Source: an optimization exercise on an open RTL-to-GDS flow (aim: small area). Production flows keep margins and buffers that such runs may drop.
Only simulation tests tie the RTL to the original design; equivalence was not proved.
Power figures rest on the tool's default switching activity, not on a simulated workload.

### flow/run.sh
#!/bin/bash
# Own flow: the standard layout, except that the combinational logic of the
# standard synthesis is mapped again with a stronger ABC script for area.
# The registers of the standard synthesis (names and cell types) are kept
# as they are: they are black boxes while ABC runs.
set -uo pipefail
W=$(pwd)
R=$W/orfs/results/$FLOW_PLATFORM/BlackJack/base
LIB=$FLOW_HOME/platforms/sky130hd/lib/sky130_fd_sc_hd__tt_025C_1v80.lib
YOSYS=$FLOW_HOME/../tools/install/yosys/bin/yosys
[ -x "$YOSYS" ] || YOSYS=yosys

# 1. standard synthesis
bash standard.sh synth > $W/log_1_standard_synth.txt 2>&1 || exit 1
cp -p $R/1_2_yosys.v $W/std_1_2_yosys.v

# 2. map the combinational logic again
DONT_USE="sky130_fd_sc_hd__lpflow_bleeder_1 sky130_fd_sc_hd__lpflow_clkbufkapwr_1 sky130_fd_sc_hd__lpflow_clkbufkapwr_16 sky130_fd_sc_hd__lpflow_clkbufkapwr_2 sky130_fd_sc_hd__lpflow_clkbufkapwr_4 sky130_fd_sc_hd__lpflow_clkbufkapwr_8 sky130_fd_sc_hd__lpflow_clkinvkapwr_1 sky130_fd_sc_hd__lpflow_clkinvkapwr_16 sky130_fd_sc_hd__lpflow_clkinvkapwr_2 sky130_fd_sc_hd__lpflow_clkinvkapwr_4 sky130_fd_sc_hd__lpflow_clkinvkapwr_8 sky130_fd_sc_hd__lpflow_decapkapwr_12 sky130_fd_sc_hd__lpflow_decapkapwr_3 sky130_fd_sc_hd__lpflow_decapkapwr_4 sky130_fd_sc_hd__lpflow_decapkapwr_6 sky130_fd_sc_hd__lpflow_decapkapwr_8 sky130_fd_sc_hd__lpflow_inputiso0n_1 sky130_fd_sc_hd__lpflow_inputiso0p_1 sky130_fd_sc_hd__lpflow_inputiso1n_1 sky130_fd_sc_hd__lpflow_inputiso1p_1 sky130_fd_sc_hd__lpflow_inputisolatch_1 sky130_fd_sc_hd__lpflow_isobufsrc_1 sky130_fd_sc_hd__lpflow_isobufsrc_16 sky130_fd_sc_hd__lpflow_isobufsrc_2 sky130_fd_sc_hd__lpflow_isobufsrc_4 sky130_fd_sc_hd__lpflow_isobufsrc_8 sky130_fd_sc_hd__lpflow_isobufsrckapwr_16 sky130_fd_sc_hd__lpflow_lsbuf_lh_hl_isowell_tap_1 sky130_fd_sc_hd__lpflow_lsbuf_lh_hl_isowell_tap_2 sky130_fd_sc_hd__lpflow_lsbuf_lh_hl_isowell_tap_4 sky130_fd_sc_hd__lpflow_lsbuf_lh_isowell_4 sky130_fd_sc_hd__lpflow_lsbuf_lh_isowell_tap_1 sky130_fd_sc_hd__lpflow_lsbuf_lh_isowell_tap_2 sky130_fd_sc_hd__lpflow_lsbuf_lh_isowell_tap_4 sky130_fd_sc_hd__probe_p_8 sky130_fd_sc_hd__probec_p_8 "
DU=""
for c in $DONT_USE; do DU="$DU -dont_use $c"; done
grep -oE '^ *sky130_fd_sc_hd__[a-z0-9]*dfx?[a-z]*_[0-9]+ +[^ ]+' $W/std_1_2_yosys.v | sed 's/^ *//' | sort > $W/regs_std.txt
# four ABC runs with different random seeds, in parallel; the smallest is used
for k in 1 2 3 4; do
cat > $W/remap_$k.abc <<EOT
strash; &get -n; &deepsyn -S $k -T 30; &put; &get -n; &dch -f; &nf -R 1000; &put
EOT
cat > $W/remap_$k.ys <<EOT
read_liberty -ignore_miss_func $LIB
read_verilog $W/std_1_2_yosys.v
hierarchy -top $FLOW_TOP
setattr -mod -set blackbox 1 sky130_fd_sc_hd__dfxtp_1 sky130_fd_sc_hd__edfxtp_1 sky130_fd_sc_hd__dfrtp_1 sky130_fd_sc_hd__dfstp_1
flatten
opt -purge
abc -liberty $LIB $DU -script $W/remap_$k.abc
opt_clean -purge
insbuf -buf sky130_fd_sc_hd__buf_4 A X
hilomap -singleton -hicell sky130_fd_sc_hd__conb_1 HI -locell sky130_fd_sc_hd__conb_1 LO
stat -liberty $LIB
write_verilog -noattr -nohex -nodec $W/remap_${k}_1_2_yosys.v
EOT
$YOSYS -l $W/log_2_remap_$k.txt $W/remap_$k.ys > /dev/null 2>&1 &
done
wait
ok=0; best=""; barea=""
for k in 1 2 3 4; do
  [ -s $W/remap_${k}_1_2_yosys.v ] || continue
  # the registers must be the same instances with the same cell types
  grep -oE '^ *sky130_fd_sc_hd__[a-z0-9]*dfx?[a-z]*_[0-9]+ +[^ ]+' $W/remap_${k}_1_2_yosys.v | sed 's/^ *//' | sort > $W/regs_remap_$k.txt
  [ -s $W/regs_std.txt ] && cmp -s $W/regs_std.txt $W/regs_remap_$k.txt || continue
  a=$(grep 'Chip area' $W/log_2_remap_$k.txt | tail -1 | awk '{print $NF}')
  [ -n "$a" ] || continue
  if [ -z "$barea" ] || awk -v x=$a -v y=$barea 'BEGIN{exit !(x<y)}'; then best=$k; barea=$a; fi
done
[ -n "$best" ] && ok=1
echo "remap used: $ok (run $best, area $barea)" | tee $W/log_2_remap_result.txt
if [ $ok = 1 ]; then
  cp $W/remap_${best}_1_2_yosys.v $R/1_2_yosys.v
  rm -f $R/1_synth.odb $R/1_synth.sdc
fi

# 3. the rest of the standard layout
# clock tree: small buffers, no dummy loads; ports buffered with buf_1
CTS="-sink_clustering_enable -repair_clock_nets -dont_use_dummy_load -buf_list {sky130_fd_sc_hd__clkbuf_4 sky130_fd_sc_hd__clkbuf_8}"
bash standard.sh "CTS_ARGS=$CTS" "BUFFER_PORTS_ARGS=-buffer_cell sky130_fd_sc_hd__buf_1" finish > $W/log_3_standard_layout.txt 2>&1
### standard.sh
#!/bin/bash
# synth_recipe.tcl (not shown) runs the flow's synth.tcl, then flattens the netlist and writes it again
# the make line also repeats each setting of config.mk as NAME=value (left out here)
make -C /OpenROAD-flow-scripts/flow DESIGN_CONFIG=/design/flow/config.mk WORK_HOME=/design/flow/orfs CLKGATE_MAP_FILE= SYNTH_SCRIPT=/design/flow/synth_recipe.tcl "${@:-finish}"
### config.mk
export PLATFORM = sky130hd
export DESIGN_NAME = BlackJack
export DESIGN_NICKNAME = BlackJack
export VERILOG_FILES = /design/flow/design.v
export SDC_FILE = /design/flow/constraint.sdc
export NUM_CORES = 4
export LEC_CHECK = 0
export ABC_AREA = 1
export CAP_MARGIN = 20
export CORE_MARGIN = 2
export CORE_UTILIZATION = 40
export GPL_TIMING_DRIVEN = 0
export PLACE_DENSITY = 0.6
export SLEW_MARGIN = 20
### constraint.sdc
create_clock -name core_clock -period 10.0 [get_ports {inclk0}]
set_input_delay 2.0000 -clock core_clock [delete_from_list [all_inputs] [get_ports {inclk0}]]
set_output_delay 2.0000 -clock core_clock [all_outputs]
set_load 0.01 [all_outputs]
### design.v
module BlackJack(
	inclk0,
	i_Reset,
	i_Stay,
	i_Hit,
	o_Win,
	o_Lose,
	o_Tie,
	o_Hit_P,
	o_Hit_D,
	o_Stay_P,
	o_Stay_D,
	o_HitDeb,
	o_HitNE,
	o_StayDeb,
	o_StayNE,
	DealerHndDisplayD,
	DealerHndDisplayU,
	PlayerHndDisplayD,
	PlayerHndDisplayU
);
input wire	inclk0;
input wire	i_Reset;
input wire	i_Stay;
input wire	i_Hit;
output wire	o_Win;
output wire	o_Lose;
output wire	o_Tie;
output wire	o_Hit_P;
output wire	o_Hit_D;
output wire	o_Stay_P;
output wire	o_Stay_D;
output wire	o_HitDeb;
output wire	o_HitNE;
output wire	o_StayDeb;
output wire	o_StayNE;
output wire	[0:6] DealerHndDisplayD;
output wire	[0:6] DealerHndDisplayU;
output wire	[0:6] PlayerHndDisplayD;
output wire	[0:6] PlayerHndDisplayU;
wire clk = inclk0;
reg rs1, rs2, rd, hs1, hs2, hd, ss1, ss2, sd;
always @(posedge clk)
begin
    rs1 <= i_Reset; rs2 <= rs1; rd <= rs2;
    hs1 <= i_Hit;   hs2 <= hs1; hd <= hs2;
    ss1 <= i_Stay;  ss2 <= ss1; sd <= ss2;
end
wire ResetPE = rs2 & ~rd;
wire ResetNE = ~rs2 & rd;
wire ResetDeb = rs2;
wire HitPE = hs2 & ~hd;
wire StayPE = ss2 & ~sd;
assign o_HitDeb = hs2;
assign o_HitNE = ~hs2 & hd;
assign o_StayDeb = ss2;
assign o_StayNE = ~ss2 & sd;
localparam
            Start = 5'b00000,
            ShuffleDeck = 5'b00001,
            Measurement = 5'b00010,
            DealerBlackJack = 5'b00011,
            PlayerTurn = 5'b01000,
            DealerTurn = 5'b01001,
            CardToPlayer = 5'b01010,
            CardToDealer = 5'b01011,
            PlayerWith1Card = 5'b10000,
            D1_RstCardFSM = 5'b10001,
            DealerWith1Card = 5'b10010,
            P_RstCardFSM = 5'b10011,
            PlayerWith2Card = 5'b10100,
            D2_RstCardFSM = 5'b10101,
            DealerWith2Card = 5'b10110,
            PlayerHit = 5'b11000,
            DealerHit = 5'b11001,
            PlayerStay = 5'b11010,
            DealerStay = 5'b11011,
            WinState = 5'b11100,
            LoseState = 5'b11101,
            TieState = 5'b11110;
reg [4:0] st, nst;
reg hitP, first;
reg [2:0] PT, DT;
reg [3:0] PU, DU;
wire Shuffled;
wire CardOK;
wire TwoSec;
reg  RstOK;
wire P_le21 = (PT < 3'd2) | ((PT == 3'd2) & (PU <= 4'd1));
wire P_lt21 = (PT < 3'd2) | ((PT == 3'd2) & (PU == 4'd0));
wire P_eq21 = (PT == 3'd2) & (PU == 4'd1);
wire D_le16 = (DT == 3'd0) | ((DT == 3'd1) & (DU <= 4'd6));
wire D_le21 = (DT < 3'd2) | ((DT == 3'd2) & (DU <= 4'd1));
wire D_eq21 = (DT == 3'd2) & (DU == 4'd1);
wire PD_eq = (PT == DT) & (PU == DU);
wire PD_lt = (PT < DT) | ((PT == DT) & (PU < DU));
always @(posedge clk)
begin
    if (ResetPE)
    begin
        st <= Start;
        hitP <= 1'b0;
        first <= 1'b1;
    end
    else
    begin
        st <= nst;
        if (nst == DealerTurn)
            first <= 1'b0;
        if (nst == PlayerHit)
            hitP <= 1'b1;
    end
end
always @(*)
begin
    case (st)
        Start:           nst = ShuffleDeck;
        ShuffleDeck:     nst = Shuffled ? PlayerWith1Card : ShuffleDeck;
        PlayerWith1Card: nst = CardOK ? D1_RstCardFSM : PlayerWith1Card;
        D1_RstCardFSM:   nst = CardOK ? D1_RstCardFSM : DealerWith1Card;
        DealerWith1Card: nst = CardOK ? P_RstCardFSM : DealerWith1Card;
        P_RstCardFSM:    nst = CardOK ? P_RstCardFSM : PlayerWith2Card;
        PlayerWith2Card: nst = CardOK ? D2_RstCardFSM : PlayerWith2Card;
        D2_RstCardFSM:   nst = CardOK ? D2_RstCardFSM : DealerWith2Card;
        DealerWith2Card: nst = CardOK ? PlayerTurn : DealerWith2Card;
        PlayerTurn:
            if (!RstOK)      nst = PlayerTurn;
            else if (HitPE)  nst = CardToPlayer;
            else if (StayPE) nst = PlayerStay;
            else             nst = PlayerTurn;
        DealerTurn:
            if (!RstOK)      nst = DealerTurn;
            else if (D_le16) nst = CardToDealer;
            else             nst = DealerStay;
        PlayerHit:
            if (!TwoSec)     nst = PlayerHit;
            else if (P_le21) nst = PlayerTurn;
            else             nst = LoseState;
        DealerHit:
            if (!TwoSec)     nst = DealerHit;
            else if (D_le21) nst = DealerTurn;
            else             nst = WinState;
        PlayerStay:
            if (!TwoSec)     nst = PlayerStay;
            else if (!first) nst = Measurement;
            else if (D_eq21) nst = DealerBlackJack;
            else             nst = DealerTurn;
        DealerStay:
            if (!TwoSec)     nst = DealerStay;
            else if (hitP || P_lt21) nst = PlayerTurn;
            else if (P_eq21) nst = WinState;
            else             nst = DealerStay;
        CardToPlayer:    nst = CardOK ? PlayerHit : CardToPlayer;
        CardToDealer:    nst = CardOK ? DealerHit : CardToDealer;
        WinState:        nst = WinState;
        TieState:        nst = TieState;
        LoseState:       nst = LoseState;
        Measurement:
            if (PD_eq)       nst = TieState;
            else if (PD_lt)  nst = LoseState;
            else             nst = WinState;
        DealerBlackJack:
            if (hitP)        nst = LoseState;
            else if (PD_eq)  nst = TieState;
            else             nst = LoseState;
        default:         nst = Start;
    endcase
end
assign o_Win    = (st == WinState);
assign o_Lose   = (st == LoseState);
assign o_Tie    = (st == TieState);
assign o_Hit_P  = (st == PlayerHit);
assign o_Hit_D  = (st == DealerHit);
assign o_Stay_P = (st == PlayerStay);
assign o_Stay_D = (st == DealerStay);
wire ShowD = o_Win | o_Lose | o_Tie;
wire ActC = (o_Hit_P | o_Hit_D | o_Stay_P | o_Stay_D) & ~ResetPE;
wire RstC = ((st == PlayerTurn) | (st == DealerTurn)) & ~ResetPE;
wire Card2P = (st == PlayerWith1Card) | (st == PlayerWith2Card) | (st == CardToPlayer);
wire Card2D = (st == DealerWith1Card) | (st == DealerWith2Card) | (st == CardToDealer);
wire c_Start = (st == Start);
wire c_Shuffle = (st == ShuffleDeck);
reg [11:0] cnt;
always @(posedge clk)
begin
    if (ResetNE)
        begin cnt <= 12'd0; RstOK <= 1'b1; end
    else if (!ResetDeb)
        begin cnt <= cnt + 12'd1; RstOK <= 1'b0; end
    else if (RstC)
        begin cnt <= 12'd0; RstOK <= 1'b1; end
    else if (ActC && ~&cnt)
        begin cnt <= cnt + 12'd1; RstOK <= 1'b0; end
end
assign TwoSec = (o_Hit_P | o_Hit_D | o_Stay_P | o_Stay_D) & ~ResetNE & (&cnt);    
localparam  A_Wait    = 3'd0,
            A_ReadMem = 3'd1,
            A_Value2  = 3'd2,
            A_Class   = 3'd3,
            A_PlusTen = 3'd4,
            A_CardOK  = 3'd5;
reg [2:0] ca, nca;
reg [4:0] addr;           
reg AceD, AceP, FaceD, FaceP;
reg clsAce, clsFace;      
wire [3:0] card;          
wire Card2 = Card2D | Card2P;
wire deal = (ca == A_ReadMem) & Card2;    
wire [4:0] addr_inc = addr + 5'd1;
wire AceW = Card2D ? AceD : AceP;
wire FaceW = Card2D ? FaceD : FaceP;
always @(*)
begin
    case (ca)
        A_Wait:    nca = Card2 ? A_ReadMem : A_Wait;
        A_ReadMem: nca = Card2 ? A_Value2 : A_ReadMem;
        A_Value2:  nca = (clsAce | clsFace) ? A_Class : A_CardOK;
        A_Class:   nca = ((clsAce & FaceW) | (clsFace & AceW)) ? A_PlusTen : A_CardOK;
        A_PlusTen: nca = A_CardOK;
        A_CardOK:  nca = Card2 ? A_CardOK : A_Wait;
        default:   nca = A_Wait;
    endcase
end
assign CardOK = (ca == A_CardOK);
wire addv = deal | (nca == A_PlusTen);
wire toD = addv & Card2D;
wire toP = addv & Card2P;
wire plus10 = (ca == A_Class) | (card >= 4'd9);
wire [2:0] hT = Card2D ? DT : PT;
wire [3:0] hU = Card2D ? DU : PU;
wire [4:0] us = {1'b0, hU} + {1'b0, card} + 5'd1;
wire ucar = (us >= 5'd10);
wire [3:0] nU = plus10 ? hU : (ucar ? us[3:0] - 4'd10 : us[3:0]);
wire [2:0] nT = hT + {2'b0, plus10 | ucar};
wire setcls = (ca == A_Value2);
always @(posedge clk)
begin
    if (ca == A_ReadMem)
    begin
        clsAce <= (card == 4'd0);
        clsFace <= (card >= 4'd10);
    end
    if (ResetPE)
    begin
        ca <= A_Wait;
        addr <= 5'd0;
        DT <= 3'd0; DU <= 4'd0; PT <= 3'd0; PU <= 4'd0;
        AceD <= 1'b0; AceP <= 1'b0; FaceD <= 1'b0; FaceP <= 1'b0;
    end
    else
    begin
        ca <= nca;
        if (deal)
            addr <= addr_inc;
        if (toD) begin DT <= nT; DU <= nU; end
        if (toP) begin PT <= nT; PU <= nU; end
        if (setcls & Card2D & clsAce)  AceD <= 1'b1;
        if (setcls & Card2D & clsFace) FaceD <= 1'b1;
        if (setcls & Card2P & clsAce)  AceP <= 1'b1;
        if (setcls & Card2P & clsFace) FaceP <= 1'b1;
    end
end
function [0:6] seg7(input [3:0] d);
    seg7 = (d == 4'd0) ? 7'b0000001 :
           (d == 4'd1) ? 7'b1001111 :
           (d == 4'd2) ? 7'b0010010 :
           (d == 4'd3) ? 7'b0000110 :
           (d == 4'd4) ? 7'b1001100 :
           (d == 4'd5) ? 7'b0100100 :
           (d == 4'd6) ? 7'b0100000 :
           (d == 4'd7) ? 7'b0001111 :
           (d == 4'd8) ? 7'b0000000 : 7'b0000100;
endfunction
reg [0:6] sPT, sPU, sDT, sDU;
always @(*)
begin
    sPT = PT[2] ? 7'b1001100 : seg7({2'b0, PT[1:0]});
    sPU = seg7(PU);
    sDT = DT[2] ? 7'b1001100 : seg7({2'b0, DT[1:0]});
    sDU = seg7(DU);
end
wire PErr = PT[2] & (PU != 4'd0);      
wire DErr = DT[2] & (DU != 4'd0);
assign PlayerHndDisplayD = PErr ? 7'b0110000 : sPT;
assign PlayerHndDisplayU = PErr ? 7'b0110000 : sPU;
assign DealerHndDisplayD = !ShowD ? 7'b1111111 : DErr ? 7'b0110000 : sDT;
assign DealerHndDisplayU = !ShowD ? 7'b1111111 : DErr ? 7'b0110000 : sDU;
wire active = c_Start | c_Shuffle;
reg [11:0] seed;
reg signed [10:0] F;
reg wmode;
reg tr_run;
reg [2:0] round;           
reg [5:0] tr_i;
reg tr_A;
reg skipI;
reg [5:0] pos0, pos1, pos2;
reg [3:0] R0, R1, R2, R47, R48, R49, R50, R51;
wire early = active & ResetNE & (F >= 11'sd55);
wire isA = wmode & (tr_i <= 6'd2) & ~tr_A;
wire stepB = tr_run & (tr_i != 6'd63) & ~isA;
wire signed [10:0] Fc = isA ? F - 11'sd3 : F;    
wire [11:0] c_tr = (wmode & ~Fc[10]) ? {1'b0, Fc} : seed;
assign Shuffled = wmode ? (F == -11'sd520) : (F == -11'sd5);
wire fwd = ~wmode & c_Shuffle & ((F == 11'sd42) | (F == 11'sd31) | (F == 11'sd20) | (F == 11'sd9) | (F == -11'sd2));
wire [5:0] na_i = tr_i;
wire [11:0] c = c_tr;    
reg [5:0] na_s;
always @(*)
begin
    case (na_i)
            6'd0: na_s = {c[0], c[1], c[2], c[3], c[4], c[5]};
            6'd1: na_s = {c[1], c[2], c[6], c[7], c[8], c[9]};
            6'd2: na_s = {c[0], c[3], c[4], c[5], c[6], c[10]};
            6'd3: na_s = {c[1], c[2], c[3], c[4], c[7], c[8]};
            6'd4: na_s = {c[0], c[3], c[5], c[6], c[9], c[10]};
            6'd5: na_s = {c[1], c[2], c[3], c[4], c[5], c[7]};
            6'd6: na_s = {c[0], c[3], c[6], c[8], c[9], c[10]};
            6'd7: na_s = {c[1], c[2], c[3], c[4], c[5], c[6]};
            6'd8: na_s = {c[0], c[3], c[7], c[8], c[9], c[10]};
            6'd9: na_s = {c[1], c[2], c[3], c[4], c[5], c[11]};
            6'd10: na_s = {c[0], c[3], c[6], c[7], c[8], c[9]};
            6'd11: na_s = {c[1], c[2], c[3], c[4], c[5], c[10]};
            6'd12: na_s = {c[0], c[3], c[6], c[7], c[8], c[11]};
            6'd13: na_s = {c[1], c[2], c[3], c[4], c[5], c[9]};
            6'd14: na_s = {c[0], c[3], c[6], c[7], c[8], c[10]};
            6'd15: na_s = {c[1], c[2], c[3], c[4], c[6], c[9]};
            6'd16: na_s = {c[0], c[3], c[5], c[7], c[8], c[10]};
            6'd17: na_s = {c[1], c[2], c[3], c[4], c[6], c[11]};
            6'd18: na_s = {c[0], c[3], c[5], c[7], c[8], c[9]};
            6'd19: na_s = {c[1], c[2], c[3], c[4], c[6], c[10]};
            6'd20: na_s = {c[0], c[3], c[5], c[7], c[8], c[11]};
            6'd21: na_s = {c[1], c[2], c[3], c[4], c[9], c[10]};
            6'd22: na_s = {c[0], c[3], c[5], c[6], c[7], c[8]};
            6'd23: na_s = {c[1], c[2], c[3], c[4], c[9], c[11]};
            6'd24: na_s = {c[0], c[3], c[5], c[6], c[7], c[10]};
            6'd25: na_s = {c[1], c[2], c[3], c[4], c[5], c[8]};
            6'd26: na_s = {c[0], c[3], c[6], c[7], c[9], c[10]};
            6'd27: na_s = {c[1], c[2], c[3], c[4], c[6], c[8]};
            6'd28: na_s = {c[0], c[3], c[5], c[7], c[9], c[10]};
            6'd29: na_s = {c[1], c[2], c[3], c[4], c[8], c[11]};
            6'd30: na_s = {c[0], c[3], c[5], c[6], c[7], c[9]};
            6'd31: na_s = {c[1], c[2], c[3], c[4], c[8], c[10]};
            6'd32: na_s = {c[0], c[3], c[5], c[6], c[7], c[11]};
            6'd33: na_s = {c[1], c[2], c[3], c[4], c[8], c[9]};
            6'd34: na_s = {c[0], c[3], c[5], c[6], c[10], c[11]};
            6'd35: na_s = {c[1], c[2], c[3], c[4], c[7], c[9]};
            6'd36: na_s = {c[0], c[3], c[5], c[6], c[8], c[10]};
            6'd37: na_s = {c[1], c[2], c[3], c[4], c[7], c[11]};
            6'd38: na_s = {c[0], c[3], c[5], c[6], c[8], c[9]};
            6'd39: na_s = {c[1], c[2], c[3], c[4], c[7], c[10]};
            6'd40: na_s = {c[0], c[3], c[5], c[6], c[8], c[11]};
            6'd41: na_s = {c[1], c[2], c[3], c[5], c[7], c[9]};
            6'd42: na_s = {c[0], c[3], c[4], c[6], c[8], c[10]};
            6'd43: na_s = {c[1], c[2], c[3], c[5], c[7], c[11]};
            6'd44: na_s = {c[0], c[3], c[4], c[6], c[8], c[9]};
            6'd45: na_s = {c[1], c[2], c[3], c[4], c[10], c[11]};
            6'd46: na_s = {c[0], c[5], c[6], c[7], c[8], c[9]};
            6'd47: na_s = {c[1], c[2], c[3], c[4], c[6], c[7]};
            6'd48: na_s = {c[0], c[3], c[5], c[8], c[9], c[10]};
            6'd49: na_s = {c[1], c[2], c[3], c[5], c[6], c[7]};
            6'd50: na_s = {c[0], c[3], c[4], c[8], c[9], c[10]};
            6'd51: na_s = {c[1], c[2], c[3], c[5], c[6], c[11]};
        default: na_s = 6'd0;
    endcase
end
wire [5:0] na_t = na_i + na_s;
wire [5:0] j = (na_t >= 6'd52) ? na_t - 6'd52 : na_t;
function [3:0] mod13(input [5:0] p);
    mod13 = (p >= 6'd39) ? p - 6'd39 : (p >= 6'd26) ? p - 6'd26 : (p >= 6'd13) ? p - 6'd13 : p;
endfunction
function [5:0] stepP(input [5:0] p, input skip);
    stepP = skip ? p : (p == tr_i) ? j : (p == j) ? tr_i : p;
endfunction
reg [5:0] p0n, p1n, p2n;
always @(*)
    case (round)
        3'd0:    begin p0n = 6'd47; p1n = 6'd48; p2n = 6'd49; end
        3'd1:    begin p0n = 6'd50; p1n = 6'd51; p2n = 6'd51; end
        default: begin p0n = 6'd0;  p1n = 6'd3;  p2n = 6'd4;  end
    endcase
reg [3:0] fsrc;
always @(*)
    case (tr_i[2:0])
        3'd7:    fsrc = R47;
        3'd0:    fsrc = R48;
        3'd1:    fsrc = R49;
        3'd2:    fsrc = R50;
        default: fsrc = R51;
    endcase
wire [3:0] m0 = mod13(pos0), m1 = mod13(pos1), m2 = mod13(pos2);
wire wb = tr_run & (tr_i == 6'd63);
always @(posedge clk)
begin
    if (ResetPE)
        F <= 11'sd568;
    else if (tr_run & wmode)
    begin
        if (stepB)
            F <= F - 11'sd11;
    end
    else if (active & ~early)
        F <= F - 11'sd1;
    if (ResetPE | (active & ~wmode & ~early))
        seed <= cnt;
    if (ResetPE | early)
    begin
        tr_run <= 1'b1; wmode <= early; round <= early ? 3'd4 : 3'd0;
        tr_i <= early ? 6'd51 : 6'd46;
        tr_A <= 1'b0; skipI <= 1'b0;
        pos0 <= 6'd0; pos1 <= 6'd1; pos2 <= 6'd2;
    end
    else if (~active & deal)
    begin
        tr_run <= 1'b1; wmode <= 1'b0; round <= 3'd5; tr_i <= 6'd51;
        tr_A <= 1'b0; skipI <= 1'b0;
        pos0 <= {1'b0, addr_inc};
    end
    else if (tr_run)
    begin
        if (wb)
        begin
            if (round <= 3'd2)
            begin
                round <= round + 3'd1; tr_i <= (round == 3'd2) ? 6'd51 : 6'd46;
                pos0 <= p0n; pos1 <= p1n; pos2 <= p2n;
            end
            else
            begin
                tr_run <= 1'b0; tr_i <= 6'd47;
            end
        end
        else if (isA)
        begin
            tr_A <= 1'b1;
            case (tr_i[1:0])
                2'd0:    if (pos0 == 6'd0) begin pos0 <= j; skipI <= 1'b1; end
                2'd1:    if (pos1 == 6'd1) begin pos1 <= j; skipI <= 1'b1; end
                default: if (pos2 == 6'd2) begin pos2 <= j; skipI <= 1'b1; end
            endcase
        end
        else
        begin
            pos0 <= stepP(pos0, skipI & (tr_i == 6'd0));
            if (round != 3'd5)
            begin
                pos1 <= stepP(pos1, skipI & (tr_i == 6'd1));
                pos2 <= stepP(pos2, skipI & (tr_i == 6'd2));
            end
            tr_i <= tr_i - 6'd1;
            tr_A <= 1'b0; skipI <= 1'b0;
        end
    end
    else if (fwd)
        tr_i <= tr_i + 6'd1;
    if (wb & ((round == 3'd0) | (round == 3'd4))) begin R0 <= m0; R1 <= m1; R2 <= m2; end
    if (wb & (round == 3'd1)) begin R47 <= m0; R48 <= m1; R49 <= m2; end
    if (wb & (round == 3'd2)) begin R50 <= m0; R51 <= m1; end
    if (fwd & (j != tr_i))
    begin
        case (j)
            6'd0:  R0  <= fsrc;
            6'd1:  R1  <= fsrc;
            6'd2:  R2  <= fsrc;
            6'd48: R48 <= fsrc;
            6'd49: R49 <= fsrc;
            6'd50: R50 <= fsrc;
            6'd51: R51 <= fsrc;
            default: ;
        endcase
    end
end
reg [3:0] cardr;
always @(*)
    case (addr)
        5'd0: cardr = R0;
        5'd1: cardr = R1;
        5'd2: cardr = R2;
        5'd3: cardr = m1;
        5'd4: cardr = m2;
        default: cardr = m0;
    endcase
assign card = cardr;
endmodule
==> summary.txt, run 1 <==
Outcome
  – Status: timing/DRC/antenna clean

Cells and area
  – Final non-filler cell total: ~1600
  – Multi-input gate area: about 5900 µm²
  – Layout Nets: 1308
  – # diodes: 0
  – Fill count: between 2000 and 2500
  – Register Area: 3140 µm²
  – Layout cell share with drive strength beyond 1: under 10%
  – Area Growth Syn to Fin: 9.42%

Placement
  – GPL Wtd Cong: ~0.95
  – Port-buffer cells: 42
  – HPWL Detailed: between 20000 and 25000 µm
  – Placed Cells: 1569

Route
  – Post-DRT Antenna Nets: 0
  – Via count: between 9000 and 10000
  – # DRC: 0
  – Iter 0 DRT Violations: just under 900
  – Via/cell ratio: slightly above 6
  – Total length of routed wires: ~29000 µm
  – Wire per inst: around 18 µm
  – Drt first pass iters: 7

Logic synthesis
  – Syn Nets: between 1000 and 1500
  – Avg Inst Size Synth: ~7.4 µm²
  – Synth Cell Area: approximately 9000 µm²
  – Syn Inst Count: approximately 1200
  – Syn. warnings: 1

Pwr
  – Switching power total: between 2000 and 2500 µW
  – Gate power share: between 60% and 70%
  – Pwr dens: between 300 and 400 nW/µm²
  – Switching share of total power: between 50% and 60%
  – P_int: between 1500 and 2000 µW
  – Max VDD drop: between 0.3 and 0.4 mV
  – Clk pwr share: between 8 and 9%
  – Part of the power in registers: between 20% and 30%
  – Pleak: 0.00353 µW

Timing
  – Period utilization: roughly 93%
  – Max_slew headroom: 26.9%
  – Clk_skew: between 0.04 and 0.05 ns
  – Fmax: 0.107 GHz
  – Worst slew pin tran: approximately 1.1 ns
  – RSZ-0062 raised after global routing: false
  – Setup TNS: 0 ns
  – Final setup fails: 0
  – Tmin final: just over 9 ns
  – Hold Fails Final Rpt: 0
  – Slew Limit Fails: 0

Floorplanning
  – Die Wd: between 150 and 200 µm
  – Initial core utilization: 40.7%
  – Die Y: between 150 and 200 µm
  – Die area: roughly 24000 µm²
  – Row cnt: 55
  – I/O pin total: 43
  – Floorplan core area: 22600 µm²

CTS
  – Clock tree sinks: around 140
  – Reg clk slew, reported paths: about 0.10 ns
  – CTS Buf Count: 17
  – Max clock buf depth: 2
  – Worst-skew pair later-pin latency: around 0.45 ns
  – Clock Root Buffer: clkbuf_8
  – # Post-CTS Setup Buffers: 0
  – H-tree levels: 4
  – CTS tree: done

Global route
  – First-pass GRT wire length: 46400 µm
  – Largest net degree at the start of global routing: 30
  – Initial antenna violation count: 0
  – Global Route met1 Usage: approximately 32%
  – Gr busiest metal: met2
  – Total congestion overflow: 0
  – Routing usage on met2: between 30% and 40%
  – Vias in the first global route: about 9000
  – Gr usage total: between 20% and 30%
  – Met3 GRT Util: around 3.3%

Setup path
  – Critical-path maximum fanout: 24
  – Worst Path Required: about 10 ns
  – Crit start category: flop
  – Critical path type: flop to flop
  – Worst Setup End Kind: flop
  – WP data arrival: between 9 and 10 ns
  – Largest stage delay on the critical path: approximately 0.82 ns
  – Slowest-stage cell, CP: edfxtp_1

Run
  – Max-Cap Viols: 0

Min path
  – Hold WC Path Type: flop to flop
through the flow:
stage	setup slack (ns)	total power [µW]	cell area, µm²	hold slack, ns	utilization (%)
3_5_place_dp	0.903	3560	9810	0.312	43.3
5_1_grt	0.0626	4270	10100	0.342	44.5
2_1_floorplan	2.40	2840	9200	0.310	-
4_1_cts	0.855	3900	10000	0.337	44.4
6_report	0.695	3970	10100	0.335	44.5
3_3_place_gp	0.104	3530	9720	0.310	42.9
metal layers:
| layer | up-vias | share of wire, % |
|---|---|---|
| met3 | 64 | 5.8 |
| li1 | 4722 | - |
| met1 | 4537 | 46 |
| met4 | 0 | 3.2 |
| met2 | 356 | 45 |
| met5 | - | 0 |
area by class of cell:
class	instances	share of cell area [%]
flip-flops and latches	143	31.2
multi-input cells	1053	58.9
inverters	41	1.53
repair buffers	46	2.34
clock buffers	17	2.32
well taps	285	3.54
plain buffers	2	0.149
path summary, 6_finish.rpt:
check | startpoint | endpoint | slack, ns | cells past startpoint
max | tr_i[4]$_DFFE_PP_ | pos1[0]$_SDFFE_PP1P_ | 0.69 | 25
min | hs1$_DFF_P_ | hs2$_DFF_P_ | 0.34 | 0
max reg2reg | tr_i[4]$_DFFE_PP_ | pos1[0]$_SDFFE_PP1P_ | 0.69 | 25
min reg2reg | hs1$_DFF_P_ | hs2$_DFF_P_ | 0.34 | 0
sequential cells by signal (all words and copies together) (netlist names), 3 cells and up:
name	flops
DT	3
DU	4
F	11
PT	3
PU	4
R0	4
R1	4
R2	4
R47	4
R48	4
R49	4
R50	4
R51	4
addr	5
ca	3
cnt	12
pos0	6
pos1	6
pos2	6
round	3
seed	12
st	5
tr_i	6
critical path: cells and delay by family (launching register included):
family	cells	cell delay, ns
fa+ha+maj	3	1.19
flops	1	0.82
xor+xnor	1	0.24
simple gates	12	4.11
compound gates	9	2.78
layout by cell type, fill, tap and decap left out, drive strengths merged, types with 7 or more instances in the layout:
cell and instances:
a211oi 9, a21oi 111, a221oi 7, a22o 12, a22oi 16, a31oi 20
and2 13, and3 12, buf 48, clkbuf 17, clkinv 41, dfxtp 115
edfxtp 28, nand2 172, nand2b 31, nand3 46, nand4 14, nor2 160
nor2b 24, nor3 36, nor3b 8, nor4 18, o211ai 9, o21a 11
o21ai 112, o22ai 32, o31ai 8, or2 8, or3 8, xnor2 52
xor2 25
power by group through the flow:
stage                     clock, µW  sequential [µW]  combinational [µW]
after floorplan                   0              970                1870
after global placement            0             1070                2450
after detailed placement          0             1060                2490
after CTS                       349             1050                2500
after global routing            366             1080                2830
final                           339             1050                2580
what timing repair did:
item | 4_1_cts | 5_1_grt
resized for setup | 0 | 3
endpoints found under the setup margin | 0 | 6
hold buffers | 0 | 0
==> inputs of run 2 (changes only) <==
--- a/design.v
+++ b/design.v
@@ -371,5 +371,5 @@
 endfunction
 function [5:0] stepP(input [5:0] p, input skip);
-    stepP = skip ? p : (p == tr_i) ? j : (p == j) ? tr_i : p;
+    stepP = skip ? p : (p == tr_i) ? j : (~isA & (p == j)) ? tr_i : p;
 endfunction
 reg [5:0] p0n, p1n, p2n;
@@ -431,13 +431,4 @@
             end
         end
-        else if (isA)
-        begin
-            tr_A <= 1'b1;
-            case (tr_i[1:0])
-                2'd0:    if (pos0 == 6'd0) begin pos0 <= j; skipI <= 1'b1; end
-                2'd1:    if (pos1 == 6'd1) begin pos1 <= j; skipI <= 1'b1; end
-                default: if (pos2 == 6'd2) begin pos2 <= j; skipI <= 1'b1; end
-            endcase
-        end
         else
         begin
@@ -448,6 +439,14 @@
                 pos2 <= stepP(pos2, skipI & (tr_i == 6'd2));
             end
-            tr_i <= tr_i - 6'd1;
-            tr_A <= 1'b0; skipI <= 1'b0;
+            if (isA)
+            begin
+                tr_A <= 1'b1;
+                skipI <= (pos0 == tr_i) | (pos1 == tr_i) | (pos2 == tr_i);
+            end
+            else
+            begin
+                tr_i <= tr_i - 6'd1;
+                tr_A <= 1'b0; skipI <= 1'b0;
+            end
         end
     end
@@ -457,5 +456,5 @@
     if (wb & (round == 3'd1)) begin R47 <= m0; R48 <= m1; R49 <= m2; end
     if (wb & (round == 3'd2)) begin R50 <= m0; R51 <= m1; end
-    if (fwd & (j != tr_i))
+    if (fwd)    
     begin
         case (j)
==> summary.txt, run 2 <==
Global route
  – Vias in the first global route: roughly 8700
  – Initial antenna violation count: 0
  – Largest net degree at the start of global routing: 33
  – First-pass GRT wire length: 45600 µm
  – Gr usage total: between 20% and 30%
  – Total congestion overflow: 0

Outcome
  – Status: timing/DRC/antenna clean

Placement
  – Dpl cell area: between 9000 and 10000 µm²
  – Post-Place Worst Slack: about 0.15 ns
  – Port-buffer cells: 42
  – HPWL Detailed: approximately 21000 µm
  – GPL Wtd Cong: between 0.9 and 1

Cells and area
  – Final Cell Area: between 9000 and 10000 µm²
  – Fill count: approximately 2300
  – Layout Nets: between 1000 and 1500
  – Largest registers: cnt (12), seed (12), F (11)
  – Area Growth Syn to Fin: 9.06%
  – Most frequent cells in the layout: 159 x nand2_1, 153 x nor2_1, 118 x o21ai_0
  – Layout cell share with drive strength beyond 1: between 2 and 2.5%
  – Leading cell type in the layout, fill and taps excluded: nand2_1
  – # diodes: 0

Logic synthesis
  – Syn Inst Count: between 1000 and 1500
  – Synth Cell Area: roughly 9100 µm²
  – Syn. warnings: 1
  – Avg Inst Size Synth: approximately 7.6 µm²
  – Syn Nets: around 1200

Setup path
  – Buf+Inv Stages, Crit Path: 1
  – Slowest-stage cell, CP: or4_1
  – Worst Setup End Kind: flop
  – CP Launch Point: tr_i[2]$_DFFE_PP_
  – Critical-path maximum fanout: 22
  – Worst Path Required: just over 10 ns
  – Crit start category: flop
  – Critical path type: flop to flop
  – Most frequent cell on the critical path: nand2_1
  – Delay-heaviest family, CP: simple AND/OR/NAND/NOR gates
  – WP data arrival: a little under 10 ns
  – Reg-to-reg startpoint: tr_i[2]$_DFFE_PP_
  – Largest stage delay on the critical path: ~0.73 ns

Route
  – Via count: around 9500
  – Via/cell ratio: between 6 and 7
  – Post-DRT Antenna Nets: 0
  – Wire per inst: approximately 18 µm
  – Total length of routed wires: between 20000 and 30000 µm
  – # DRC: 0
  – Drt first pass iters: 6
  – Iter 0 DRT Violations: between 900 and 1000

Floorplanning
  – Die Wd: approximately 150 µm
  – Die Y: roughly 150 µm
  – I/O pin total: 43
  – Die area: between 20000 and 25000 µm²
  – Floorplan core area: roughly 23000 µm²
  – Row cnt: 55
  – Initial core utilization: 40.5%

CTS
  – Clock Root Buffer: clkbuf_8
  – CTS Buf Count: 17
  – Reg clk slew, reported paths: about 0.08 ns
  – CTS tree: done
  – Clock tree sinks: about 140
  – Max clock buf depth: 2
  – H-tree levels: 4
  – Worst-skew pair later-pin latency: around 0.47 ns

Pwr
  – Gate power share: between 60% and 70%
  – Switching power total: ~2000 µW
  – Max VDD drop: ~0.29 mV
  – Part of the power in registers: between 20% and 30%
  – Clk pwr share: about 9.1%
  – Switching share of total power: between 50 and 60%
  – P_int: about 1800 µW
  – Final Power: around 3800 µW
  – Pleak: 0.00341 µW
  – Pwr dens: between 300 and 400 nW/µm²

Timing
  – Slew Limit Fails: 0
  – Fmax: 0.108 GHz
  – Worst setup margin: 0.713 ns
  – Max_slew headroom: ~30%
  – Setup TNS: 0 ns
  – Clk_skew: 0.0486 ns
  – RSZ-0062 raised after global routing: false
  – Hold Fails Final Rpt: 0
  – Tmin final: between 9 and 10 ns
  – Period utilization: between 90 and 100%
  – Final setup fails: 0
  – Worst slew pin tran: approximately 1.0 ns

Min path
  – Worst hold start: rs1$_DFF_P_
  – Hold WC Path Type: flop to flop

Run
  – Max-Cap Viols: 0
-- run 2: final timing paths --
check                          to  slack (ns)  depth (start not counted)
max          pos0[1]$_SDFFE_PP0P_        0.71                         27
min                   rs2$_DFF_P_        0.33                          0
max reg2reg  pos0[1]$_SDFFE_PP0P_        0.71                         27
min reg2reg           rs2$_DFF_P_        0.33                          0
-- run 2: per-layer routing --
metal  global-route usage, %  share of wire [%]
met3                    4.68                7.5
met2                    38.2                 44
met4                    8.07                3.0
met1                    31.6                 45
met5                       0                  0
-- run 2: layout make-up --
type | count | area, µm² | area share [%]
buffer | 2 | 15.0 | 0.151
sequential | 143 | 3140 | 31.6
tap | 285 | 357 | 3.59
inverter | 42 | 158 | 1.59
timing repair buffer | 46 | 215 | 2.17
clock buffer | 17 | 234 | 2.35
multi-input combinational | 1019 | 5820 | 58.5
-- run 2: power by group through the flow --
stage               clock [µW]  sequential (µW)  combinational [µW]
CTS                        351             1030                2320
finish                     344             1030                2400
detailed placement           0             1040                2310
floorplan                    0              957                1730
global route               373             1050                2650
global placement             0             1050                2260
-- run 2: per-stage QoR --
stage	cells	hold WS (ns)	util, %
2_1_floorplan	1206	0.310	-
3_3_place_gp	1533	0.310	42.8
3_5_place_dp	1535	0.312	43.0
4_1_cts	1552	0.332	44.0
5_1_grt	1554	0.340	44.2
6_report	1554	0.330	44.2
-- run 2: worst register-to-register path: stages, from the launching register on --
cell and delay (ns):
edfxtp_1 0.63, clkinv_1 0.40, nand2_1 0.29, nor2_2 0.49
and4b_1 0.57, nand2_1 0.19, nor4_1 0.26, nand2b_1 0.21
o311a_2 0.58, o21ai_0 0.58, a41oi_1 0.15, or4_1 0.73
and3_1 0.28, a21o_1 0.17, maj3_1 0.40, maj3_1 0.40
xnor2_1 0.15, o21bai_1 0.22, or3_1 0.43, nand2_1 0.32
xnor2_1 0.17, o2111ai_1 0.12, o21ai_0 0.23, nand2_1 0.08
a31oi_1 0.34, or2_0 0.33, nor2_1 0.08, a2111oi_0 0.36
-- run 2: timing repair --
item                       CTS  global route
setup endpoints to repair    0            31
hold buffers                 0             0
buffers inserted             0             2
gates resized for setup      0             6
==> inputs of run 3 (changes only) <==
--- a/flow/run.sh
+++ b/flow/run.sh
@@ -20,6 +20,6 @@
 for c in $DONT_USE; do DU="$DU -dont_use $c"; done
 grep -oE '^ *sky130_fd_sc_hd__[a-z0-9]*dfx?[a-z]*_[0-9]+ +[^ ]+' $W/std_1_2_yosys.v | sed 's/^ *//' | sort > $W/regs_std.txt
-# four ABC runs with different random seeds, in parallel; the smallest is used
-for k in 1 2 3 4; do
+# eight ABC runs with different random seeds, four at a time; the smallest is used
+for k in 1 2 3 4 5 6 7 8; do
 cat > $W/remap_$k.abc <<EOT
 strash; &get -n; &deepsyn -S $k -T 30; &put; &get -n; &dch -f; &nf -R 1000; &put
@@ -40,8 +40,9 @@
 EOT
 $YOSYS -l $W/log_2_remap_$k.txt $W/remap_$k.ys > /dev/null 2>&1 &
+[ $k = 4 ] && wait
 done
 wait
 ok=0; best=""; barea=""
-for k in 1 2 3 4; do
+for k in 1 2 3 4 5 6 7 8; do
   [ -s $W/remap_${k}_1_2_yosys.v ] || continue
   # the registers must be the same instances with the same cell types
==> summary.txt, run 3 <==
Route
  – Wire per inst: about 18 µm
  – # DRC: 0
  – Total length of routed wires: between 20000 and 30000 µm
  – Post-DRT Antenna Nets: 0
  – Via/cell ratio: around 6.1
  – Via count: approximately 9500
  – Drt first pass iters: 6
  – Iter 0 DRT Violations: between 900 and 1000

Floorplanning
  – Row cnt: 55
  – I/O pin total: between 40 and 50
  – Die area: approximately 24000 µm²
  – Die Y: around 150 µm
  – Initial core utilization: between 40% and 50%
  – Die Wd: roughly 150 µm
  – Floorplan core area: between 20000 and 25000 µm²

CTS
  – CTS Buf Count: 17
  – Clock tree sinks: around 140
  – H-tree levels: 4
  – Reg clk slew, reported paths: about 0.08 ns
  – Clock Root Buffer: clkbuf_8
  – CTS tree: done
  – Max clock buf depth: 2
  – Worst-skew pair later-pin latency: approximately 0.47 ns

Timing
  – Fmax: around 0.11 GHz
  – Tmin final: 9.29 ns
  – Max_slew headroom: 30.5%
  – Final setup fails: 0
  – Clk_skew: roughly 0.049 ns
  – Worst slew pin tran: between 1 and 1.5 ns
  – Slew Limit Fails: 0
  – RSZ-0062 raised after global routing: false
  – Setup TNS: 0 ns
  – Hold Fails Final Rpt: 0
  – Period utilization: a little over 90%

Pwr
  – Pleak: between 0.003 and 0.004 µW
  – Pwr dens: between 300 and 400 nW/µm²
  – Max VDD drop: ~0.29 mV
  – Final Power: around 3800 µW

Setup path
  – Critical path type: flop to flop
  – WP data arrival: 9.61 ns
  – Critical-path maximum fanout: 22
  – Crit start category: flop
  – Reg-to-reg startpoint: tr_i[2]$_DFFE_PP_
  – CP Launch Point: tr_i[2]$_DFFE_PP_
  – Worst Setup End Kind: flop
  – Worst Path Required: just over 10 ns

Global route
  – Initial antenna violation count: 0
  – Vias in the first global route: between 8000 and 9000
  – Gr usage total: about a quarter
  – Total congestion overflow: 0
  – Largest net degree at the start of global routing: 33
  – First-pass GRT wire length: around 46000 µm

Min path
  – Worst hold start: rs1$_DFF_P_
  – Hold WC Path Type: flop to flop

Cells and area
  – Largest registers: cnt (12), seed (12), F (11)
  – Fin util: 44.2%
  – Area Growth Syn to Fin: 9.06%
  – Fill count: ~2300
  – # diodes: 0
  – Final Cell Area: around 10000 µm²
  – Layout cell share with drive strength beyond 1: 2.21%
  – Leading cell type in the layout, fill and taps excluded: nand2_1
  – Final non-filler cell total: roughly 1600
  – Layout Nets: approximately 1300
  – Most frequent cells in the layout: 159 x nand2_1, 153 x nor2_1, 118 x o21ai_0

Placement
  – HPWL Detailed: 20900 µm
  – Dpl cell area: between 9000 and 10000 µm²
  – Placed Cells: 1535
  – GPL Wtd Cong: approximately 0.95
  – Port-buffer cells: 42

Run
  – Max-Cap Viols: 0

Logic synthesis
  – Syn Nets: 1210
  – Synth Cell Area: a little over 9000 µm²
  – Avg Inst Size Synth: 7.55 µm²
  – Syn. warnings: 1
  – Syn Inst Count: between 1000 and 1500

Outcome
  – Status: timing/DRC/antenna clean
run 3: timing repair:
action	4_1_cts	5_1_grt
gates resized for setup	0	6
endpoints found under the setup margin	0	31
hold buffers	0	0
buffers inserted	0	2
run 3: critical path: stages (launching register included):
cell and delay, ns:
edfxtp_1 0.63, clkinv_1 0.40, nand2_1 0.29, nor2_2 0.49, and4b_1 0.57, nand2_1 0.19
nor4_1 0.25, nand2b_1 0.21, o311a_2 0.58, o21ai_0 0.58, a41oi_1 0.15, or4_1 0.73
and3_1 0.28, a21o_1 0.17, maj3_1 0.40, maj3_1 0.40, xnor2_1 0.15, o21bai_1 0.22
or3_1 0.43, nand2_1 0.32, xnor2_1 0.17, o2111ai_1 0.12, o21ai_0 0.23, nand2_1 0.08
a31oi_1 0.34, or2_0 0.33, nor2_1 0.07, a2111oi_0 0.36
run 3: power breakdown:
| group | total [µW] | switching, µW | internal [µW] |
|---|---|---|---|
| Combinational | 2400 | 1550 | 849 |
| Sequential | 1030 | 250 | 775 |
| Clock | 344 | 194 | 150 |
| Total | 3770 | 1990 | 1770 |
run 3: path summary, 6_finish.rpt:
path	slack, ns	to	cells past startpoint
max reg2reg	0.71	pos0[1]$_SDFFE_PP0P_	27
max	0.71	pos0[1]$_SDFFE_PP0P_	27
min reg2reg	0.33	rs2$_DFF_P_	0
min	0.33	rs2$_DFF_P_	0
run 3: layout make-up:
| class | instances | area (µm²) | area share, % |
|---|---|---|---|
| multi-input combinational | 1019 | 5820 | 58.5 |
| tap | 285 | 357 | 3.59 |
| inverter | 42 | 158 | 1.59 |
| clock buffer | 17 | 234 | 2.35 |
| sequential | 143 | 3140 | 31.6 |
| timing repair buffer | 46 | 215 | 2.17 |
| buffer | 2 | 15.0 | 0.151 |
run 3: metrics by stage:
| stage | hold slack, ns | setup WS (ns) |
|---|---|---|
| 2_1_floorplan | 0.310 | 2.54 |
| 3_3_place_gp | 0.310 | 0.212 |
| 3_5_place_dp | 0.312 | 0.153 |
| 4_1_cts | 0.332 | 0.145 |
| 5_1_grt | 0.340 | 0.188 |
| 6_report | 0.330 | 0.713 |
run 3: metal layers:
metal  GRT usage (%)  share of wire, %  up-vias
met1            31.6                45     4392
met5               0                 0        -
li1                -                 -     4611
met2            38.2                44      388
met3            4.68               7.5       72
met4            8.07               3.0        0
==> inputs of run 4 (changes only) <==
--- a/design.v
+++ b/design.v
@@ -203,8 +203,10 @@
 reg [4:0] addr;           
 reg AceD, AceP, FaceD, FaceP;
-reg clsAce, clsFace;      
 wire [3:0] card;          
 wire Card2 = Card2D | Card2P;
 wire deal = (ca == A_ReadMem) & Card2;    
+wire next = (nca == A_CardOK) & (ca != A_CardOK);
+wire clsAce = (card == 4'd0);
+wire clsFace = (card >= 4'd10);
 wire [4:0] addr_inc = addr + 5'd1;
 wire AceW = Card2D ? AceD : AceP;
@@ -236,9 +238,4 @@
 always @(posedge clk)
 begin
-    if (ca == A_ReadMem)
-    begin
-        clsAce <= (card == 4'd0);
-        clsFace <= (card >= 4'd10);
-    end
     if (ResetPE)
     begin
@@ -251,5 +248,5 @@
     begin
         ca <= nca;
-        if (deal)
+        if (next)
             addr <= addr_inc;
         if (toD) begin DT <= nT; DU <= nU; end
@@ -294,5 +291,5 @@
 reg [5:0] tr_i;
 reg tr_A;
-reg skipI;
+reg skip0, skip1, skip2;    
 reg [5:0] pos0, pos1, pos2;
 reg [3:0] R0, R1, R2, R47, R48, R49, R50, R51;
@@ -408,11 +405,11 @@
         tr_run <= 1'b1; wmode <= early; round <= early ? 3'd4 : 3'd0;
         tr_i <= early ? 6'd51 : 6'd46;
-        tr_A <= 1'b0; skipI <= 1'b0;
+        tr_A <= 1'b0; skip0 <= 1'b0; skip1 <= 1'b0; skip2 <= 1'b0;
         pos0 <= 6'd0; pos1 <= 6'd1; pos2 <= 6'd2;
     end
-    else if (~active & deal)
+    else if (~active & next & ~ResetPE)
     begin
         tr_run <= 1'b1; wmode <= 1'b0; round <= 3'd5; tr_i <= 6'd51;
-        tr_A <= 1'b0; skipI <= 1'b0;
+        tr_A <= 1'b0; skip0 <= 1'b0; skip1 <= 1'b0; skip2 <= 1'b0;
         pos0 <= {1'b0, addr_inc};
     end
@@ -433,19 +430,21 @@
         else
         begin
-            pos0 <= stepP(pos0, skipI & (tr_i == 6'd0));
+            pos0 <= stepP(pos0, skip0);
             if (round != 3'd5)
             begin
-                pos1 <= stepP(pos1, skipI & (tr_i == 6'd1));
-                pos2 <= stepP(pos2, skipI & (tr_i == 6'd2));
+                pos1 <= stepP(pos1, skip1);
+                pos2 <= stepP(pos2, skip2);
             end
             if (isA)
             begin
                 tr_A <= 1'b1;
-                skipI <= (pos0 == tr_i) | (pos1 == tr_i) | (pos2 == tr_i);
+                skip0 <= (pos0 == tr_i);
+                skip1 <= (pos1 == tr_i);
+                skip2 <= (pos2 == tr_i);
             end
             else
             begin
                 tr_i <= tr_i - 6'd1;
-                tr_A <= 1'b0; skipI <= 1'b0;
+                tr_A <= 1'b0; skip0 <= 1'b0; skip1 <= 1'b0; skip2 <= 1'b0;
             end
         end
==> summary.txt, run 4 <==
Outcome
  – Status: timing/DRC/antenna clean

Setup path
  – R2R setup slack: approximately 0.96 ns
  – CP Launch Point: tr_i[3]$_DFFE_PP_
  – CP endpoint: R48[3]$_DFF_P_
  – Worst r2r path cells: 25
  – Delay-heaviest family, CP: simple AND/OR/NAND/NOR gates
  – Worst Path Required: between 10 and 15 ns
  – Most frequent cell on the critical path: nand2_1
  – Reg-to-reg startpoint: tr_i[3]$_DFFE_PP_
  – Crit start category: flop
  – WP depth: 25
  – R2r endpoint: R48[3]$_DFF_P_
  – Largest stage delay on the critical path: ~0.86 ns
  – Critical-path maximum fanout: 31
  – Worst Setup End Kind: flop
  – Critical path type: flop to flop
  – Slowest-stage cell, CP: edfxtp_1
  – Buf+Inv Stages, Crit Path: 1
  – WP data arrival: ~9.4 ns

Timing
  – Max_slew headroom: a little over a fifth
  – RSZ-0062 raised after global routing: false
  – Hold Fails Final Rpt: 0
  – Slew Limit Fails: 0
  – Clk_skew: between 0.03 and 0.04 ns
  – Hold Worst Slack: about 0.33 ns
  – Tmin final: 9.04 ns
  – Final setup fails: 0
  – Fmax: approximately 0.11 GHz
  – Worst slew pin tran: between 1 and 1.5 ns
  – Setup TNS: 0 ns
  – Period utilization: between 90% and 100%

CTS
  – Max clock buf depth: 2
  – Post_cts resized: 0
  – Post-CTS Hold Buffers: 0
  – Reg clk slew, reported paths: approximately 0.070 ns
  – # Post-CTS Setup Buffers: 0
  – CTS Buf Count: 17
  – Clock Root Buffer: clkbuf_8
  – Worst-skew pair later-pin latency: roughly 0.47 ns
  – H-tree levels: 4
  – CTS tree: done
  – Clock tree sinks: about 140

Cells and area
  – Area Growth Syn to Fin: 9.38%
  – Layout cell share with drive strength beyond 1: under 10%
  – Most frequent cells in the layout: 174 x nor2_1, 160 x nand2_1, 117 x dfxtp_1
  – # diodes: 0
  – Leading cell type in the layout, fill and taps excluded: nor2_1
  – Layout Nets: roughly 1300
  – Largest registers: cnt (12), seed (12), F (11)

Logic synthesis
  – Syn Inst Count: 1250
  – Synth Cell Area: between 9000 and 10000 µm²
  – Syn. warnings: 1
  – Syn Nets: about 1300
  – Avg Inst Size Synth: 7.35 µm²

Global route
  – Routing usage on met2: a little under two fifths
  – Gr usage total: a little under a quarter
  – Initial antenna violation count: 0
  – Gr busiest metal: met2
  – Met3 GRT Util: under 10%
  – Global Route met1 Usage: approximately 33%
  – Total congestion overflow: 0
  – First-pass GRT wire length: approximately 47000 µm
  – Largest net degree at the start of global routing: 32
  – Vias in the first global route: 9006

Pwr
  – Pleak: approximately 0.0035 µW
  – Max VDD drop: 0.347 mV
  – Pwr dens: about 370 nW/µm²

Floorplanning
  – Die Y: roughly 160 µm
  – Die area: 24200 µm²
  – Die Wd: roughly 160 µm
  – Floorplan core area: roughly 23000 µm²
  – I/O pin total: 43
  – Initial core utilization: about two fifths
  – Row cnt: between 50 and 60

Route
  – Wire per inst: between 15 and 20 µm
  – Via count: roughly 10000
  – Total length of routed wires: 28900 µm
  – Iter 0 DRT Violations: between 900 and 1000
  – Post-DRT Antenna Nets: 0
  – Drt first pass iters: 6
  – Via/cell ratio: approximately 6
  – # DRC: 0

Placement
  – Port-buffer cells: 42
  – GPL Wtd Cong: about 0.92
  – HPWL Detailed: approximately 21000 µm

Run
  – Max-Cap Viols: 0

Min path
  – Hold WC Path Type: flop to flop
run 4: power by group:
| group | switching, µW | internal (µW) |
|---|---|---|
| Sequential | 264 | 761 |
| Clock | 199 | 150 |
| Combinational | 1530 | 801 |
| Total | 2000 | 1710 |
run 4: layer usage:
layer / wire (µm) / vias to the layer above
met5: 0 / -
li1: - / 4832
met3: 1860 / 45
met2: 13000 / 412
met1: 13200 / 4603
met4: 888 / 0
run 4: final cells by class:
cell class	count	area, µm²
buffer	2	15.0
clock buffer	17	234
fill	2313	12500
inverter	49	184
multi-input combinational	1056	5900
sequential	143	3120
tap	285	357
timing repair buffer	48	243
run 4: metrics by stage:
step	total power [µW]	util (%)	area, µm²	setup WS (ns)	cells
after CTS	3650	44.3	10000	0.443	1597
after floorplan	2630	-	9190	2.56	1250
after global routing	4010	44.5	10100	0.249	1600
after global placement	3270	43.0	9700	0.574	1577
after detailed placement	3300	43.3	9770	0.523	1580
final	3710	44.5	10100	0.956	1600
run 4: worst min path at each step:
stage / from / to / slack [ns] / depth (start not counted)
final: ss1$_DFF_P_ / ss2$_DFF_P_ / 0.33 / 0
after global routing: rs1$_DFF_P_ / rs2$_DFF_P_ / 0.34 / 0
after CTS: ss1$_DFF_P_ / ss2$_DFF_P_ / 0.33 / 0
after detailed placement: ss1$_DFF_P_ / ss2$_DFF_P_ / 0.31 / 0
after global placement: rs1$_DFF_P_ / rs2$_DFF_P_ / 0.31 / 0
after floorplan: hs1$_DFF_P_ / hs2$_DFF_P_ / 0.31 / 0
run 4: worst register-to-register path, cell delays in order, from the launching register on:
cell and delay [ns]:
edfxtp_1 0.86, or3_1 0.65, nor4b_1 0.79, nand2_1 0.22, nor4_1 0.61, nand2_1 0.23, xnor2_2 0.60, nand3_1 0.13
o21ai_0 0.30, a21oi_1 0.11, or4_1 0.51, a21boi_0 0.17, maj3_1 0.42, maj3_1 0.40, nand2_1 0.08, o21ai_0 0.10
xnor2_1 0.22, nor3b_1 0.43, xnor2_1 0.47, nor2b_1 0.37, nand2b_1 0.11, or2_0 0.27, o21ai_0 0.52, clkinv_1 0.14
a22oi_1 0.16, nand2_1 0.07
==> inputs of run 5 (changes only) <==
--- a/flow/run.sh
+++ b/flow/run.sh
@@ -20,6 +20,6 @@
 for c in $DONT_USE; do DU="$DU -dont_use $c"; done
 grep -oE '^ *sky130_fd_sc_hd__[a-z0-9]*dfx?[a-z]*_[0-9]+ +[^ ]+' $W/std_1_2_yosys.v | sed 's/^ *//' | sort > $W/regs_std.txt
-# eight ABC runs with different random seeds, four at a time; the smallest is used
-for k in 1 2 3 4 5 6 7 8; do
+# four ABC runs with different random seeds, in parallel; the smallest is used
+for k in 1 2 3 4; do
 cat > $W/remap_$k.abc <<EOT
 strash; &get -n; &deepsyn -S $k -T 30; &put; &get -n; &dch -f; &nf -R 1000; &put
@@ -40,9 +40,8 @@
 EOT
 $YOSYS -l $W/log_2_remap_$k.txt $W/remap_$k.ys > /dev/null 2>&1 &
-[ $k = 4 ] && wait
 done
 wait
 ok=0; best=""; barea=""
-for k in 1 2 3 4 5 6 7 8; do
+for k in 1 2 3 4; do
   [ -s $W/remap_${k}_1_2_yosys.v ] || continue
   # the registers must be the same instances with the same cell types
==> summary.txt, run 5 <==
Route
  – Via count: just under 10000
  – Post-DRT Antenna Nets: 0
  – # DRC: 0
  – Wire per inst: around 18 µm
  – Via/cell ratio: around 6
  – Total length of routed wires: ~29000 µm
  – Drt first pass iters: 6
  – Iter 0 DRT Violations: about 1000

Logic synthesis
  – Avg Inst Size Synth: between 7 and 8 µm²
  – Syn. warnings: 1
  – Syn Nets: roughly 1300
  – Syn Inst Count: 1251
  – Synth Cell Area: between 9000 and 10000 µm²

Global route
  – Largest net degree at the start of global routing: 32
  – Gr usage total: 23.8%
  – Total congestion overflow: 0
  – Vias in the first global route: 9019
  – First-pass GRT wire length: about 47000 µm
  – Initial antenna violation count: 0

Cells and area
  – Layout cell share with drive strength beyond 1: between 1.5 and 2%
  – Leading cell type in the layout, fill and taps excluded: nor2_1
  – Fill count: ~2300
  – Largest registers: cnt (12), seed (12), F (11)
  – Most frequent cells in the layout: 192 x nor2_1, 166 x nand2_1, 117 x dfxtp_1
  – Final Cell Area: between 10000 and 15000 µm²
  – Area Growth Syn to Fin: 8.75%
  – Fin util: between 40% and 50%
  – # diodes: 0
  – Layout Nets: roughly 1300

Setup path
  – Crit start category: flop
  – Critical path type: flop to flop
  – Slowest-stage cell, CP: edfxtp_1
  – Largest stage delay on the critical path: 0.84 ns
  – Worst Path Required: just over 10 ns
  – Critical-path maximum fanout: 19
  – R2R setup slack: between 1 and 1.5 ns
  – Worst Setup End Kind: flop
  – Most frequent cell on the critical path: nand2_1
  – WP data arrival: approximately 9.2 ns

Placement
  – GPL Wtd Cong: between 0.9 and 1
  – Port-buffer cells: 42
  – Dpl cell area: 9820 µm²
  – HPWL Detailed: roughly 21000 µm

CTS
  – # Post-CTS Setup Buffers: 0
  – Max clock buf depth: 2
  – Reg clk slew, reported paths: about 0.070 ns
  – Clock tree sinks: 143
  – Clock Root Buffer: clkbuf_8
  – Worst-skew pair later-pin latency: between 0.4 and 0.5 ns
  – Post_cts resized: 0
  – CTS Buf Count: 17
  – H-tree levels: 4
  – CTS tree: done
  – Post-CTS Hold Buffers: 0

Timing
  – Slew Limit Fails: 0
  – Fmax: roughly 0.11 GHz
  – Max_slew headroom: a little under a quarter
  – Hold Worst Slack: approximately 0.33 ns
  – Worst slew pin tran: 1.15 ns
  – RSZ-0062 raised after global routing: false
  – Tmin final: ~8.9 ns
  – Clk_skew: about 0.036 ns
  – Period utilization: between 80 and 90%
  – Final setup fails: 0
  – Hold Fails Final Rpt: 0
  – Setup TNS: 0 ns

Floorplanning
  – Initial core utilization: between 40 and 50%
  – Die Wd: 156 µm
  – Die area: about 24000 µm²
  – Die Y: around 160 µm
  – Floorplan core area: roughly 23000 µm²
  – Row cnt: between 50 and 60
  – I/O pin total: 43

Pwr
  – Pwr dens: 357 nW/µm²
  – Final Power: 3590 µW
  – Pleak: around 0.0036 µW
  – Max VDD drop: about 0.32 mV

Outcome
  – Status: timing/DRC/antenna clean

Min path
  – Hold WC Path Type: flop to flop

Run
  – Max-Cap Viols: 0
==> run 5: final cells by class <==
| type | count | area (µm²) | share of cell area [%] |
|---|---|---|---|
| well taps | 285 | 357 | 3.55 |
| plain buffers | 2 | 15.0 | 0.149 |
| multi-input cells | 1062 | 5960 | 59.3 |
| repair buffers | 45 | 200 | 1.99 |
| inverters | 44 | 165 | 1.64 |
| flip-flops and latches | 143 | 3120 | 31.1 |
| clock buffers | 17 | 234 | 2.33 |
==> run 5: worst max-delay path: cells and delay by family, from the launching register on <==
kind / cells / cell delay (ns)
compound gates: 7 / 2.04
xor+xnor: 3 / 1.08
fa+ha+maj: 2 / 0.79
buf+inv: 1 / 0.57
flops: 1 / 0.84
mux: 1 / 0.63
simple gates: 15 / 2.78
==> run 5: worst paths after layout <==
| kind | cells after the start | to | start |
|---|---|---|---|
| max | 29 | pos2[2]$_SDFFE_PP0P_ | tr_i[2]$_DFFE_PP_ |
| min | 0 | rs2$_DFF_P_ | rs1$_DFF_P_ |
| max reg2reg | 29 | pos2[2]$_SDFFE_PP0P_ | tr_i[2]$_DFFE_PP_ |
| min reg2reg | 0 | rs2$_DFF_P_ | rs1$_DFF_P_ |
==> run 5: report_power, final <==
part           leakage, µW  internal (µW)  switching (µW)
Combinational      0.00225            791            1450
Clock             0.000122            150             198
Sequential         0.00122            758             244
Total              0.00359           1700            1890
==> run 5: layer usage <==
layer	track usage, %	share of wire, %	wire [µm]	vias to the layer above
met2	37.8	45	13000	411
met5	0	0	0	-
met1	32.8	46	13200	4501
met3	3.89	6.5	1890	75
met4	8.26	2.6	765	0
li1	-	-	-	4752
==> run 5: through the flow <==
step | worst slack, ns | cells
after detailed placement | 1.34 | 1581
after global placement | 1.20 | 1578
after floorplan | 3.32 | 1251
after CTS | 1.31 | 1598
after global routing | 0.541 | 1598
final | 1.14 | 1598

separate check: timing with driven ports:
How much do the figures lean on ideal ports? The routed layouts below were timed once more, with nothing changed but the port constraints.
Step 1 sets driving cells, clkbuf_16 on the clock port and buf_2 on the other inputs (assumed; they add their load-dependent delay and slew).
Step 2 adds t to the input delays and takes it off the output delays; t is the mean of the earliest and latest rising clock arrival at the registers after step 1. Input paths then give back, and output paths get back, about the clock's delay inside the block.
Three values: ideal, step 1, step 2; two values: the first two.
run	t (ns)	setup slack, ns	worst register clock-pin slew, ns
run 1	0.471	0.695 / 0.695 / 0.695	0.10 / 0.10
run 2	0.485	0.713 / 0.713 / 0.713	0.11 / 0.11
run 3	0.485	0.713 / 0.713 / 0.713	0.11 / 0.11
run 4	0.489	0.956 / 0.956 / 0.956	0.10 / 0.10
run 5	0.483	1.141 / 1.141 / 1.141	0.10 / 0.10
After both steps setup and hold are still met in every run listed.
